Background: an optimization exercise with open tools, aiming at small area, a short achievable clock period and few clock cycles. Do not read the settings as production practice.
The RTL was checked by simulation tests, not by an equivalence proof against the original design.
The flow treats the clock pin as an ideal source. Dropping or thinning the clock tree relies on that and would not hold on a real chip.

== lane 1 ==
==> flow/design.v <==
`timescale 1ns / 1ps
module day3_part2_top( clk, rst, rom_addr, rom_data, sum, done );
    input clk;
    input rst;
    output [13:0] rom_addr;
    input [7:0] rom_data;
    output [31:0] sum;
    output done;
    reg        rst_q;       
    reg [13:0] addr;
    reg [6:0]  hi;          
    reg [7:0]  lo;          
    reg        pz;          
    reg        l1, l2, l3;  
    reg [52:1] seen1;
    reg [52:1] seen2;
    reg        keep1a;      
    reg        keep1b;      
    reg        keep2a;      
    reg        keep2b;      
    reg [5:0]  badge;
    reg        add;         
    reg        add2;        
    reg        c3;
    reg [5:0]  sum_lo;
    reg        carry;
    reg [11:0] sum_hi;
    reg        fin;         
    reg        fin2;
    reg        int_done;
    wire zero = hi[0] & lo[0];
    wire eol = zero & ~pz;                        
    wire last = eol & l3;                         
    wire [52:1] keep1 = {{26{keep1b}}, {26{keep1a}}};
    wire [52:1] keep2 = {{26{keep2b}}, {26{keep2a}}};
    reg [52:1] hit;
    integer i;
    always @(*)
        for (i = 1; i <= 52; i = i + 1)
            hit[i] = hi[i / 8] & lo[i % 8];
    reg [5:0] enc;
    always @(*) begin
        enc = 6'd0;
        for (i = 1; i <= 52; i = i + 1)
            if (seen1[i]) enc = enc | i[5:0];
    end
    assign rom_addr = addr;
    assign sum = {14'd0, sum_hi, sum_lo};
    assign done = int_done;
    always @(posedge clk) begin
        rst_q <= rst;
        addr <= rst_q ? 14'd0 : addr + 14'd1;
        for (i = 0; i < 7; i = i + 1)
            hi[i] <= (rom_data[5:3] == i);
        for (i = 0; i < 8; i = i + 1)
            lo[i] <= (rom_data[2:0] == i);
        pz <= zero;
        l1 <= ~rst_q & ((~l1 & ~l2 & ~l3) | (l1 & ~eol) | last);
        l2 <= ~rst_q & ((l2 & ~eol) | (l1 & eol));
        l3 <= ~rst_q & ((l3 & ~eol) | (l2 & eol));
        keep1a <= ~rst_q & ~(eol & (l2 | l3));
        keep1b <= ~rst_q & ~(eol & l2) & ~last;
        keep2a <= ~rst_q & ~last;
        keep2b <= ~rst_q & ~(eol & (l1 | l3));
        seen1 <= (seen1 & keep1) | (hit & ({52{l1}} | ({52{l3}} & seen2)));
        seen2 <= (seen2 & keep2) | (hit & {52{l2}} & seen1);
        badge <= enc;
        add <= ~rst_q & last & ~int_done;
        add2 <= ~rst_q & add;
        if (rst_q) begin
            sum_lo <= 6'd0;
            c3 <= 1'b0;
            carry <= 1'b0;
            sum_hi <= 12'd0;
        end else begin
            if (add)
                {c3, sum_lo[2:0]} <= {1'b0, sum_lo[2:0]} + {1'b0, badge[2:0]};
            if (add2)
                {carry, sum_lo[5:3]} <= {1'b0, sum_lo[5:3]} + {1'b0, badge[5:3]} + {3'd0, c3};
            else
                carry <= 1'b0;
            sum_hi <= sum_hi + {11'd0, carry};
        end
        fin <= ~rst_q & zero & pz & l1;
        fin2 <= ~rst_q & fin;
        int_done <= ~rst & ~rst_q & (int_done | fin2);
    end
endmodule
==> flow/config.mk <==
export PLATFORM = sky130hd
export DESIGN_NAME = day3_part2_top
export DESIGN_NICKNAME = day3_part2_top
export VERILOG_FILES = /design/flow/design.v
export SDC_FILE = /design/flow/constraint.sdc
export NUM_CORES = 4
export LEC_CHECK = 0
export ABC_CLOCK_PERIOD_IN_PS = 1500
export CAP_MARGIN = 20
export CORE_MARGIN = 2
export CORE_UTILIZATION = 40
export SETUP_SLACK_MARGIN = 2.5
export SLEW_MARGIN = 20
==> flow/constraint.sdc <==
create_clock -name core_clock -period 4.0 [get_ports {clk}]
set_input_delay 0.8000 -clock core_clock [delete_from_list [all_inputs] [get_ports {clk}]]
set_output_delay 0.8000 -clock core_clock [all_outputs]
set_load 0.01 [all_outputs]
standard.sh (not shown) runs the stock make flow with config.mk's settings and CLKGATE_MAP_FILE= SYNTH_SCRIPT=/design/flow/synth_recipe.tcl, a recipe that flattens the netlist after the stock synthesis.
==> flow/flow/run.sh <==
#!/bin/bash
# The standard layout (standard.sh), except:
# - the clock tree is built by flow/mycts.tcl, run as ORFS's PRE_CTS_TCL hook,
#   which then skips clock_tree_synthesis: the clock port drives 4 root
#   inverters, each driving 2 leaf inverters, each driving an equal-count grid
#   cluster of flip-flops (two inversions: the flip-flops see the port clock);
# - the port buffers are buf_2 cells instead of delay cells;
# - setup repair does not insert buffers (unbuffer, sizeup, swap only).
# All tool output goes to standard.log and ORFS's own logs under orfs/logs.
set -euo pipefail
export PRE_CTS_TCL=$PWD/flow/mycts.tcl
export MYCTS_COLS=4
export MYCTS_ROWS=2
export MYCTS_ROOT=sky130_fd_sc_hd__inv_12
export MYCTS_LEAF=sky130_fd_sc_hd__inv_16
export MYCTS_OUTBUF=sky130_fd_sc_hd__buf_2
export MYCTS_INBUF=sky130_fd_sc_hd__buf_2
export SETUP_MOVE_SEQUENCE=unbuffer,sizeup,swap
# slow wide OR gates are left out of synthesis and repair; adders are plain
# gates for abc rather than full-adder cells
export ADDER_MAP_FILE=
# DONT_USE_CELLS must be given to make on its command line (which replaces the
# platform's list, so this repeats it)
DONT_USE="sky130_fd_sc_hd__or4* sky130_fd_sc_hd__or3* \
  sky130_fd_sc_hd__lpflow_bleeder_1 \
  sky130_fd_sc_hd__lpflow_clkbufkapwr_1 \
  sky130_fd_sc_hd__lpflow_clkbufkapwr_16 \
  sky130_fd_sc_hd__lpflow_clkbufkapwr_2 \
  sky130_fd_sc_hd__lpflow_clkbufkapwr_4 \
  sky130_fd_sc_hd__lpflow_clkbufkapwr_8 \
  sky130_fd_sc_hd__lpflow_clkinvkapwr_1 \
  sky130_fd_sc_hd__lpflow_clkinvkapwr_16 \
  sky130_fd_sc_hd__lpflow_clkinvkapwr_2 \
  sky130_fd_sc_hd__lpflow_clkinvkapwr_4 \
  sky130_fd_sc_hd__lpflow_clkinvkapwr_8 \
  sky130_fd_sc_hd__lpflow_decapkapwr_12 \
  sky130_fd_sc_hd__lpflow_decapkapwr_3 \
  sky130_fd_sc_hd__lpflow_decapkapwr_4 \
  sky130_fd_sc_hd__lpflow_decapkapwr_6 \
  sky130_fd_sc_hd__lpflow_decapkapwr_8 \
  sky130_fd_sc_hd__lpflow_inputiso0n_1 \
  sky130_fd_sc_hd__lpflow_inputiso0p_1 \
  sky130_fd_sc_hd__lpflow_inputiso1n_1 \
  sky130_fd_sc_hd__lpflow_inputiso1p_1 \
  sky130_fd_sc_hd__lpflow_inputisolatch_1 \
  sky130_fd_sc_hd__lpflow_isobufsrc_1 \
  sky130_fd_sc_hd__lpflow_isobufsrc_16 \
  sky130_fd_sc_hd__lpflow_isobufsrc_2 \
  sky130_fd_sc_hd__lpflow_isobufsrc_4 \
  sky130_fd_sc_hd__lpflow_isobufsrc_8 \
  sky130_fd_sc_hd__lpflow_isobufsrckapwr_16 \
  sky130_fd_sc_hd__lpflow_lsbuf_lh_hl_isowell_tap_1 \
  sky130_fd_sc_hd__lpflow_lsbuf_lh_hl_isowell_tap_2 \
  sky130_fd_sc_hd__lpflow_lsbuf_lh_hl_isowell_tap_4 \
  sky130_fd_sc_hd__lpflow_lsbuf_lh_isowell_4 \
  sky130_fd_sc_hd__lpflow_lsbuf_lh_isowell_tap_1 \
  sky130_fd_sc_hd__lpflow_lsbuf_lh_isowell_tap_2 \
  sky130_fd_sc_hd__lpflow_lsbuf_lh_isowell_tap_4 \
  sky130_fd_sc_hd__probe_p_8 \
  sky130_fd_sc_hd__probec_p_8"
bash standard.sh "DONT_USE_CELLS=$DONT_USE" finish > standard.log 2>&1
==> flow/flow/mycts.tcl <==
set nleaf_cols [expr {[info exists ::env(MYCTS_COLS)] ? $::env(MYCTS_COLS) : 2}]
set nleaf_rows [expr {[info exists ::env(MYCTS_ROWS)] ? $::env(MYCTS_ROWS) : 4}]
set root_master_name [expr {[info exists ::env(MYCTS_ROOT)] ? $::env(MYCTS_ROOT) : "sky130_fd_sc_hd__clkbuf_16"}]
set leaf_master_name [expr {[info exists ::env(MYCTS_LEAF)] ? $::env(MYCTS_LEAF) : "sky130_fd_sc_hd__clkbuf_16"}]

set db [ord::get_db]
set block [ord::get_db_block]
set clk_net [$block findNet clk]
set leaf_master [$db findMaster $leaf_master_name]

# flip-flop clock pins on the clock net
set sinks {}
foreach it [$clk_net getITerms] {
  set inst [$it getInst]
  set loc [$inst getLocation]
  set m [$inst getMaster]
  set x [expr {[lindex $loc 0] + [$m getWidth] / 2}]
  set y [expr {[lindex $loc 1] + [$m getHeight] / 2}]
  lappend sinks [list $x $y $it]
}
set n [llength $sinks]
puts "mycts: $n clock sinks, $nleaf_cols x $nleaf_rows leaves"

# grid partition with equal counts: columns by x, then rows by y
set sinks [lsort -integer -index 0 $sinks]
set clusters {}
for {set c 0} {$c < $nleaf_cols} {incr c} {
  set lo [expr {($c * $n) / $nleaf_cols}]
  set hi [expr {(($c + 1) * $n) / $nleaf_cols - 1}]
  set col [lsort -integer -index 1 [lrange $sinks $lo $hi]]
  set m [llength $col]
  for {set r 0} {$r < $nleaf_rows} {incr r} {
    set lo2 [expr {($r * $m) / $nleaf_rows}]
    set hi2 [expr {(($r + 1) * $m) / $nleaf_rows - 1}]
    lappend clusters [lrange $col $lo2 $hi2]
  }
}

proc centroid {pts} {
  set sx 0; set sy 0
  foreach p $pts { set sx [expr {$sx + [lindex $p 0]}]; set sy [expr {$sy + [lindex $p 1]}] }
  set k [llength $pts]
  return [list [expr {$sx / $k}] [expr {$sy / $k}]]
}

proc place_at {inst x y} {
  set m [$inst getMaster]
  set x0 [expr {$x - [$m getWidth] / 2}]
  set y0 [expr {$y - [$m getHeight] / 2}]
  $inst setLocation [expr {int($x0)}] [expr {int($y0)}]
  $inst setPlacementStatus PLACED
}

set leaf_pos {}
foreach cl $clusters { lappend leaf_pos [centroid $cl] }
set root_nets {}
for {set c 0} {$c < $nleaf_cols} {incr c} {
  if {$root_master_name eq "none"} {
    lappend root_nets $clk_net
    continue
  }
  set rp [centroid [lrange $leaf_pos [expr {$c * $nleaf_rows}] [expr {($c + 1) * $nleaf_rows - 1}]]]
  set root [odb::dbInst_create $block [$db findMaster $root_master_name] "mycts_root_$c"]
  place_at $root [lindex $rp 0] [lindex $rp 1]
  set rnet [odb::dbNet_create $block "mycts_root_net_$c"]
  $rnet setSigType CLOCK
  [$root findITerm A] connect $clk_net
  [$root findITerm [expr {[$root findITerm X] ne "NULL" ? "X" : "Y"}]] connect $rnet
  lappend root_nets $rnet
}

set i 0
foreach cl $clusters pos $leaf_pos {
  set leaf [odb::dbInst_create $block $leaf_master "mycts_leaf_$i"]
  place_at $leaf [lindex $pos 0] [lindex $pos 1]
  set net [odb::dbNet_create $block "mycts_net_$i"]
  $net setSigType CLOCK
  [$leaf findITerm A] connect [lindex $root_nets [expr {$i / $nleaf_rows}]]
  [$leaf findITerm [expr {[$leaf findITerm X] ne "NULL" ? "X" : "Y"}]] connect $net
  foreach p $cl {
    set it [lindex $p 2]
    $it disconnect
    $it connect $net
  }
  puts "mycts: leaf $i at $pos drives [llength $cl] sinks"
  incr i
}
$clk_net setSigType CLOCK

set_propagated_clock [all_clocks]

# the tree is built: make the flow's CTS calls no-ops (repair_clock_inverters
# would clone the root inverters for each of their loads)
rename clock_tree_synthesis orig_clock_tree_synthesis
proc clock_tree_synthesis {args} { puts "mycts: clock_tree_synthesis skipped" }
rename repair_clock_inverters orig_repair_clock_inverters
proc repair_clock_inverters {args} { puts "mycts: repair_clock_inverters skipped" }

# Output ports: the flow's port buffers are slow delay cells; use buf_2.
if {[info exists ::env(MYCTS_OUTBUF)] && $::env(MYCTS_OUTBUF) ne ""} {
  foreach port [all_outputs] {
    set net [get_nets [get_full_name $port]]
    foreach pin [get_pins -of_objects $net -filter "direction == output"] {
      set inst [get_cells -of_objects $pin]
      set cell [get_property $inst ref_name]
      if {[string match "sky130_fd_sc_hd__*buf*" $cell] || [string match "sky130_fd_sc_hd__dly*" $cell]} {
        replace_cell [get_property $inst full_name] $::env(MYCTS_OUTBUF)
      }
    }
  }
}

# Input ports (but the clock): the flow's port buffers are slow delay cells.
if {[info exists ::env(MYCTS_INBUF)] && $::env(MYCTS_INBUF) ne ""} {
  foreach port [all_inputs] {
    set pname [get_full_name $port]
    if {$pname eq "clk"} { continue }
    set net [get_nets $pname]
    foreach pin [get_pins -of_objects $net -filter "direction == input"] {
      set inst [get_cells -of_objects $pin]
      set cell [get_property $inst ref_name]
      if {[string match "sky130_fd_sc_hd__*buf*" $cell] || [string match "sky130_fd_sc_hd__dly*" $cell]} {
        replace_cell [get_property $inst full_name] $::env(MYCTS_INBUF)
      }
    }
  }
}
Testbench counts of lane 1, summed over its fixed seeds: cycles 164,595.
For lane 2, these inputs were changed with respect to lane 1:
==> flow/flow/run.sh <==
#!/bin/bash
# The standard layout (standard.sh), except:
# - the clock tree is built by flow/mycts.tcl, run as ORFS's PRE_CTS_TCL hook,
#   which then skips clock_tree_synthesis: the clock port drives 4 root
#   inverters, each driving 2 leaf inverters, each driving an equal-count grid
#   cluster of flip-flops (two inversions: the flip-flops see the port clock);
# - the port buffers are buf_2 cells instead of delay cells;

# All tool output goes to standard.log and ORFS's own logs under orfs/logs.
set -euo pipefail
export PRE_CTS_TCL=$PWD/flow/mycts.tcl
export MYCTS_COLS=4
export MYCTS_ROWS=2
export MYCTS_ROOT=sky130_fd_sc_hd__clkinv_16
export MYCTS_LEAF=sky130_fd_sc_hd__clkinv_16
export MYCTS_OUTBUF=sky130_fd_sc_hd__buf_2
export MYCTS_INBUF=sky130_fd_sc_hd__buf_2
bash standard.sh > standard.log 2>&1
## What came out
- Lane 2 completed end to end with timing, DRC and antenna clean.
- The last element of the critical path comes out sum_lo[4] in one run and carry in the other, namely in lane 2 and lane 1 respectively.
- Against lane 1, lane 2 comes in 0.38 points higher on global-route usage.
- Between lane 1 and lane 2, the flow reports area enclosed by the die boundary increasing slightly.
- Comparing lane 2 against lane 1, there is no change at all in number of iterations in the first detailed-routing pass.
No run of this note takes its clock network from TritonCTS; it comes from the design's own scripts or RTL.

==> what the ideal ports hide <==
Ports are ideal in the flow. The routed layouts listed here were re-timed in OpenROAD.
Step 1: set_driving_cell puts a clkbuf_16 on clk and a buf_2 on each other input, an assumption about the parent block.
Step 2 times the ports against the registers' clock, not the clock port: input delays grow and output delays shrink by t, the midpoint of the rising clock arrivals with the driver on.
Slacks: ideal / step 1 / step 2; pairs: ideal / step 1.
run	t, ns	slack for setup (ns)	worst slew at a driven data input, ns
lane 1	0.268	2.472 / 2.368 / 2.472	0.03
lane 2	0.338	2.456 / 2.285 / 2.455	0.03
After both steps every run listed still meets setup and hold. For lane 2, which loses most, drivers alone change the setup slack by -0.171 ns; drivers and shift together by -0.001 ns.
